Source: an optimization exercise on an open RTL-to-GDS flow (aim: small area). Production flows keep margins and buffers that such runs may drop. The RTL was checked by simulation tests, not by an equivalence proof against the original design. Power is estimated from default activity; no workload was simulated.

v34:
## HRALM4
module HRALM4(
    input  [15:0] x,
    input  [15:0] y,
    input         clk,
    input         rst,
    output reg [31:0] p
    );
    wire one = ~rst & (x[13] ^ x[14]);
    wire two = ~rst & ~(x[13] ^ x[14]) & (x[15] ^ x[14]);
    wire sf  = x[15] & (one | two);
    wire [16:0] mag = ({17{one}} & {y[15], y}) | ({17{two}} & {y, 1'b0});
    wire [16:0] pp1 = mag ^ {17{sf}};
    wire [15:0] ax = {3'b0, x[12:0] ^ {13{x[13]}}};
    wire zx8 = ~|ax[15:8];
    wire [15:0] bx = zx8 ? {ax[7:0], 8'd0} : ax;
    wire zx4 = ~|bx[15:12];
    wire [15:0] cx = zx4 ? {bx[11:0], 4'd0} : bx;
    wire zx2 = ~|cx[15:14];
    wire [15:0] dx = zx2 ? {cx[13:0], 2'd0} : cx;
    wire zx1 = ~dx[15];
    wire [2:0] fx = zx1 ? dx[13:11] : dx[14:12];
    wire [3:0] kx = ~{zx8, zx4, zx2, zx1};
    wire nzx = dx[15] | dx[14];
    wire [15:0] ay = {1'b0, y[14:0] ^ {15{y[15]}}};
    wire zy8 = ~|ay[15:8];
    wire [15:0] by = zy8 ? {ay[7:0], 8'd0} : ay;
    wire zy4 = ~|by[15:12];
    wire [15:0] cy = zy4 ? {by[11:0], 4'd0} : by;
    wire zy2 = ~|cy[15:14];
    wire [15:0] dy = zy2 ? {cy[13:0], 2'd0} : cy;
    wire zy1 = ~dy[15];
    wire [2:0] fy = zy1 ? dy[13:11] : dy[14:12];
    wire [3:0] ky = ~{zy8, zy4, zy2, zy1};
    wire nzy = dy[15] | dy[14];
    wire [7:0] L = {1'b0, kx, fx} + {1'b0, ky, fy} + 8'd1;
    wire [3:0]  t  = L[6:3];
    wire [3:0]  w0 = {1'b1, L[2:0]};
    wire [4:0]  u1 = t[0] ? {w0, 1'b0} : {1'b0, w0};
    wire [6:0]  u2 = t[1] ? {u1, 2'b0} : {2'b0, u1};
    wire [10:0] u3 = t[2] ? {u2, 4'b0} : {4'b0, u2};
    wire [18:0] u4 = t[3] ? {u3, 8'b0} : {8'b0, u3};
    wire [15:0] v  = u4[18:3];
  ...
export LEC_CHECK = 0
export CAP_MARGIN = 20
export CORE_MARGIN = 2
export CORE_UTILIZATION = 40
export GPL_TIMING_DRIVEN = 0
export PLACE_DENSITY_LB_ADDON = 0.2
export SLEW_MARGIN = 20
create_clock -name core_clock -period 12.0 [get_ports {clk}]
standard.sh (not shown) runs the stock make flow with config.mk's settings and CLKGATE_MAP_FILE= SYNTH_SCRIPT=/design/flow/synth_recipe.tcl, a recipe that flattens the netlist after the stock synthesis.
==> flow/flow/run.sh <==
#!/bin/bash
# Own layout flow: the standard ORFS flow, with
#  - synthesis as synth_recipe.tcl, but ABC mapping with an area-oriented script
#    (flow/area.abc) instead of the ORFS one, without adder extraction;
#  - port buffers of the smallest buffer cell.
set -euo pipefail
W=$PWD
export MY_WORK=$W
export MY_ABC_SCRIPT=$W/flow/area.abc
SYN="SYNTH_SCRIPT=$W/flow/synth.tcl"
bash standard.sh "$SYN" ADDER_MAP_FILE= synth > $W/log_synth.txt 2>&1
bash standard.sh "$SYN" ADDER_MAP_FILE= "BUFFER_PORTS_ARGS=-buffer_cell sky130_fd_sc_hd__buf_1" finish > $W/log_layout.txt 2>&1
==> flow/flow/area.abc <==
strash; &get -n; &deepsyn -T 30; &put; &get -n; &dch -f; &nf -R 1000; &put
==> flow/flow/synth.tcl <==
# synth_recipe.tcl with ABC run on an area-oriented script, without the
# ORFS delay constraints (-D, -constr).
proc abc {args} {
  set out {}
  set i 0
  while {$i < [llength $args]} {
    set a [lindex $args $i]
    if {$a in {-script -constr -D}} { incr i 2; continue }
    lappend out $a
    incr i
  }
  yosys abc -script $::env(MY_ABC_SCRIPT) {*}$out
}
source $::env(MY_WORK)/synth_recipe.tcl
Relative to v34, the following input files were edited for v35:
- CORE_UTILIZATION changed from 40 to 60
- CTS_BUF_LIST newly set to sky130_fd_sc_hd__clkbuf_4
==> comparison <==
Share of total power in combinational logic ends up lower on v34. Compared with v34, v35 instantiates a smaller number of standard cells. In the reports for v35 and v34, the smaller switching power belongs to v35. Between v35 and v34, the leakage power figure does not differ in any meaningful way. Power for v35 is lower than for v34. Re met1 demand-to-capacity share in global routing: v35 and v34 aren't equal, and the lower value belongs to v34. v35 against v34: tightest hold margin shrank by 0.034 ns; share of total power in the clock network shrank by 5.6 points; synthesis-to-finish area growth shrank by 1.9 points.

## re-timing with driven ports
How much do the figures lean on ideal ports? The routed layouts below were timed once more, with nothing changed but the port constraints.
Step 1 assumes that a clkbuf_16 drives the clock port and a buf_2 every other input.
Step 2, shift: input delay + t, output delay - t, t = (earliest + latest rising clock arrival at the registers) / 2. This alone moves slack from input paths to output paths.
a / b / c = no drivers / after step 1 / after step 2; a / b = the first two.
| run | shift t [ns] | slack for setup (ns) | hold WS [ns] |
|---|---|---|---|
| v34 | 0.305 | 0.420 / 0.423 / 0.118 | 2.568 / 2.571 / 2.804 |
| v35 | 0.351 | 0.308 / 0.300 / -0.051 | 2.534 / 2.532 / 2.798 |
Met with ideal ports but missed after step 2: setup timing in v35. The setup slack of v35, which loses most, moves by -0.008 ns with the drivers and by -0.359 ns with both steps.
